This design comes from an exercise in tuning for a short achievable clock period and few clock cycles on the open sky130 flow, not from production work.
RTL that was checked went through simulation tests only; none was proved equivalent to the original.
Power and IR drop assume default switching activity.

Setup of the previous run:
==> flow/design.v <==
module cpu(input         clk, reset,
           input  [15:0] dataout, instruction,
           output        MemRd, MemWr,
           output [15:0] datain, instrAddr, dataAddr);
  reg [15:0] pc;           
  reg [15:0] ras;          
  reg        xv;           
  reg [7:1]  xao, xbo;     
  reg [7:0]  xsa, xsb;     
  reg [2:0]  xd;           
  reg        xwe;          
  reg        xand, xcall, xsub;  
  reg        ximm;         
  reg [15:0] xi;           
  reg        xld, xbyte, xsx, xst, xsv;
  reg [8:0]  xs9;          
  reg [2:0]  xm;           
  reg        xret;
  reg [15:0] xalt;         
  reg        xla, xlb;     
  reg [15:0] mres, mdata;
  reg [7:1]  mwe;          
  reg        mld, mbyte, msx, mwr;
  reg [15:0] r1, r2, r3, r4, r5, r6, r7;
  wire [15:0] av = ({16{xsa[0]}} & mres) | ({16{xsa[1]}} & r1) | ({16{xsa[2]}} & r2) |
                   ({16{xsa[3]}} & r3)   | ({16{xsa[4]}} & r4) | ({16{xsa[5]}} & r5) |
                   ({16{xsa[6]}} & r6)   | ({16{xsa[7]}} & r7);
  wire [15:0] bv = ({16{xsb[0]}} & mres) | ({16{xsb[1]}} & r1) | ({16{xsb[2]}} & r2) |
                   ({16{xsb[3]}} & r3)   | ({16{xsb[4]}} & r4) | ({16{xsb[5]}} & r5) |
                   ({16{xsb[6]}} & r6)   | ({16{xsb[7]}} & r7);
  wire        st = xv & (xla | xlb);           
  wire        go = xv & ~st;                   
  wire [15:0] bop = ximm ? xi : xsub ? ~bv : bv;
  wire [15:0] sum = av + bop + {15'd0, xsub};
  wire [15:0] res = xcall ? xalt : xand ? (av & bop) : sum;
  wire        eq = (av == bv);
  wire        lt = (av[15] ^ bv[15]) ? av[15] : (av[14:0] < bv[14:0]);   
  wire        mbr = eq ? xm[2] : lt ? xm[1] : xm[0];
  wire        mis = go & (mbr | (xret & (av != pc)));
  wire [15:0] redir = xret ? av : xalt;
  wire [15:0] i   = instruction;
  wire [3:0]  op  = i[15:12];
  wire [15:0] pc2 = pc + 16'd2;
  wire [5:0]  lo  = {1'b0, pc[4:0]} + {1'b0, i[4:0]};
  wire [10:0] hi  = pc[15:5];
  wire [10:0] hip = hi + 11'd1;
  wire [10:0] him = hi - 11'd1;
  wire [15:0] bt  = {i[4] ? (lo[5] ? hi : him) : (lo[5] ? hip : hi), lo[4:0]};
  wire [15:0] jt  = {pc2[15:13], i[11:0], 1'b0};
  wire fbr  = (op[3:2] == 2'b10);
  wire fj   = (op == 4'd12) | (op == 4'd13);
  wire fret = (op == 4'd14);
  wire fpt  = i[4] | (op[1:0] == 2'd3) | (op[1:0] == 2'd1) | ((op[1:0] == 2'd0) & i[11]);
  wire [15:0] fnext = fj ? jt : fret ? ras : (fbr & fpt) ? bt : pc2;
  reg [2:0] ftk;
  always @(*)
    case (op[1:0])
      2'd0: ftk = 3'b110;    
      2'd1: ftk = 3'b101;    
      2'd2: ftk = 3'b100;    
      default: ftk = 3'b011;  
    endcase
  reg [2:0]  fa, fb, fd;
  reg        fwe, fimm, fld, fst, fsv, fand, fsub;
  reg [15:0] fi;
  always @(*) begin
    fa = i[7:5]; fb = 3'd0; fd = i[10:8]; fwe = 1'b0; fimm = 1'b1; fld = 1'b0;
    fst = 1'b0; fsv = 1'b0; fand = 1'b0; fsub = 1'b0; fi = {{11{i[4]}}, i[4:0]};
    case (op)
      4'd0, 4'd1, 4'd2: begin
        fa = i[8:6]; fb = i[5:3]; fd = i[11:9]; fwe = 1'b1; fimm = 1'b0;
        fand = (op == 4'd0); fsub = (op == 4'd2);
      end
      4'd3: fwe = 1'b1;
      4'd4: begin fwe = 1'b1; fand = 1'b1; fi = {11'd0, i[4:0]}; end
      4'd5, 4'd6: begin fwe = 1'b1; fld = 1'b1; end
      4'd7: begin fb = i[10:8]; fst = 1'b1; end
      4'd8, 4'd9, 4'd10, 4'd11: begin
        fa = i[11] ? 3'd0 : i[7:5]; fb = i[10:8];
      end
      4'd12: fa = 3'd0;
      4'd13: begin fa = 3'd0; fd = 3'd7; fwe = 1'b1; end
      4'd14: fa = 3'd7;
      default: begin fa = i[11:9]; fst = 1'b1; fsv = 1'b1; fi = 16'd0; end
    endcase
    if (fd == 3'd0) fwe = 1'b0;
  end
  wire [7:0] fao = 8'd1 << fa;
  wire [7:0] fbo = 8'd1 << fb;
  wire       xw  = xv & xwe;    
  wire       ffa = xw & (fa == xd);
  wire       ffb = xw & (fb == xd);
  always @(posedge clk or posedge reset)
    if (reset) begin
      pc <= 16'd0;
      xv <= 1'b0;
    end else if (mis) begin
      pc <= redir;
      xv <= 1'b0;
    end else if (!st) begin
      pc <= fnext;
      xv <= 1'b1;
    end
  always @(posedge clk)
    if (!st && op == 4'd13) ras <= pc2;
  always @(posedge clk)
    if (st) begin
      xsa <= {xao, 1'b0}; xsb <= {xbo, 1'b0}; xla <= 1'b0; xlb <= 1'b0;
    end else begin
      xao <= fao[7:1]; xbo <= fbo[7:1];
      xsa <= ffa ? 8'd1 : {fao[7:1], 1'b0};
      xsb <= ffb ? 8'd1 : {fbo[7:1], 1'b0};
      xla <= ffa & xld; xlb <= ffb & xld;
      xd <= fd; xwe <= fwe; xand <= fand; xsub <= fsub; xcall <= (op == 4'd13);
      ximm <= fimm; xi <= fi;
      xld <= fld; xbyte <= (op == 4'd6); xsx <= i[11]; xst <= fst; xsv <= fsv;
      xs9 <= i[8:0];
      xm <= fbr ? (ftk ^ {3{fpt}}) : 3'b000;
      xret <= fret;
      xalt <= (fbr & ~fpt) ? bt : pc2;
    end
  wire [7:0] xdo = 8'd1 << xd;
  always @(posedge clk or posedge reset)
    if (reset) begin
      mwe <= 7'd0; mld <= 1'b0; mwr <= 1'b0;
    end else begin
      mwe <= (go & xwe) ? xdo[7:1] : 7'd0; mld <= go & xld; mwr <= go & xst;
    end
  always @(posedge clk) begin
    mres  <= res;
    mdata <= xsv ? {{7{xs9[8]}}, xs9} : bv;
    mbyte <= xbyte;
    msx   <= xsx;
  end
  wire [15:0] ldv = mbyte ? {{8{msx & dataout[7]}}, dataout[7:0]} : dataout;
  wire [15:0] wv  = mld ? ldv : mres;
  always @(posedge clk) begin
    if (mwe[1]) r1 <= wv;
    if (mwe[2]) r2 <= wv;
    if (mwe[3]) r3 <= wv;
    if (mwe[4]) r4 <= wv;
    if (mwe[5]) r5 <= wv;
    if (mwe[6]) r6 <= wv;
    if (mwe[7]) r7 <= wv;
  end
  assign instrAddr = pc;
  assign dataAddr  = mres;
  assign datain    = mdata;
  assign MemRd     = mld;
  assign MemWr     = mwr;
endmodule
==> flow/config.mk <==
export PLATFORM = sky130hd
export DESIGN_NAME = cpu
export DESIGN_NICKNAME = cpu
export VERILOG_FILES = /design/flow/design.v
export SDC_FILE = /design/flow/constraint.sdc
export NUM_CORES = 4
export LEC_CHECK = 0
export CAP_MARGIN = 20
export CORE_MARGIN = 2
export CORE_UTILIZATION = 40
export PLACE_DENSITY = 0.6
export SLEW_MARGIN = 20
==> flow/constraint.sdc <==
create_clock -name core_clock -period 13.0 [get_ports {clk}]
set_input_delay 2.6000 -clock core_clock [delete_from_list [all_inputs] [get_ports {clk}]]
set_output_delay 2.6000 -clock core_clock [all_outputs]
set_load 0.01 [all_outputs]
standard.sh (not shown) runs the stock make flow with config.mk's settings and CLKGATE_MAP_FILE= SYNTH_SCRIPT=/design/flow/synth_recipe.tcl, a recipe that flattens the netlist after the stock synthesis.
==> flow/flow/run.sh <==
#!/bin/bash
# Own flow: the standard layout, with two changes to how it is made (the clock period
# and constraints are unchanged):
#  - the port buffers that buffer_ports inserts are plain buffers (buf_2), not whatever cell
#    it picks by default (a delay cell on this platform);
#  - repair_timing aims for more setup slack than the default.
set -euo pipefail
bash standard.sh SETUP_SLACK_MARGIN=9.2 'BUFFER_PORTS_ARGS=-buffer_cell sky130_fd_sc_hd__buf_2' finish > flow_standard.log 2>&1
Inputs modified between the previous run and the current run:
==> flow/run.sh (new file) <==
#!/bin/bash
# synth_recipe.tcl (not shown) runs the flow's synth.tcl, then flattens the netlist and writes it again
# the make line also repeats each setting of config.mk as NAME=value (left out here)
make -C /OpenROAD-flow-scripts/flow DESIGN_CONFIG=/design/flow/config.mk WORK_HOME=/design/flow/orfs CLKGATE_MAP_FILE= SYNTH_SCRIPT=/design/flow/synth_recipe.tcl finish
removed: flow/flow/run.sh
removed: flow/standard.sh
- Wire length, the previous run and the current run: higher on the previous run
- From the previous run to the current run the numbers moved as follows: met2 routing resource usage after global routing has decreased; first-pass GRT wire length has decreased.
No functional check of the RTL was part of any run of this note.


cpu, a different RTL version from the one above (not shown whole).
For scale: roughly 1300 cells after synthesis, ~240 flip-flops, ~84 I/O pins, about 14000 sq um of cells after synthesis.
clock: 13.0 ns
lec_check: 0
abc_clock_period_in_ps: 2000
cap_margin: 20
core_margin: 2
core_utilization: 40
place_density: 0.6
slew_margin: 20
run.sh (not shown) runs the stock make flow with config.mk's settings and CLKGATE_MAP_FILE= SYNTH_SCRIPT=/design/flow/synth_recipe.tcl, a recipe that flattens the netlist after the stock synthesis.
Stock flow here: none of the scripts above is used.
Testbench counts at the start, summed over its fixed seeds: cycles 9,878.
Rerun with:
- ABC_CLOCK_PERIOD_IN_PS: 2000 -> unset
=> Worst setup slack stays the same; cell count does not change; non-clock buffer count does not change; utilization is unchanged; worst hold slack is unchanged; maximum frequency is unchanged; critical path depth is unchanged; routed wire length stays the same; sequential cell count does not change; final area stays the same; clock power hardly moves.

==> what the ideal ports hide <==
Ports are ideal in the flow. The routed layouts listed here were re-timed in OpenROAD. Step 1 (the two cells are an assumption about what drives the block):
set clk [get_ports {clk}]
set_driving_cell -lib_cell sky130_fd_sc_hd__clkbuf_16 $clk
set_driving_cell -lib_cell sky130_fd_sc_hd__buf_2 [delete_from_list [all_inputs] $clk]
Step 2 times the ports against the registers' clock, not the clock port: input delays grow and output delays shrink by t, the midpoint of the rising clock arrivals with the driver on. a / b / c = ideal ports / drivers / drivers and shift; a / b = the first two.
run | shift t [ns] | slack for setup (ns) | worst setup path after step 2 | worst data-port slew with drivers (ns)
the previous run | 0.623 | 8.588 / 8.574 / 7.950 | input to register | 0.06
the current run | 0.611 | 7.567 / 7.596 / 6.984 | input to register | 0.04
the first run of note 2 | 0.608 | 7.413 / 7.413 / 7.085 | input to register | 0.04
the second run of note 2 | 0.608 | 7.413 / 7.413 / 7.085 | input to register | 0.04
After both steps every run listed still meets setup and hold. For the previous run, which loses most, drivers alone change the setup slack by -0.014 ns; drivers and shift together by -0.638 ns.
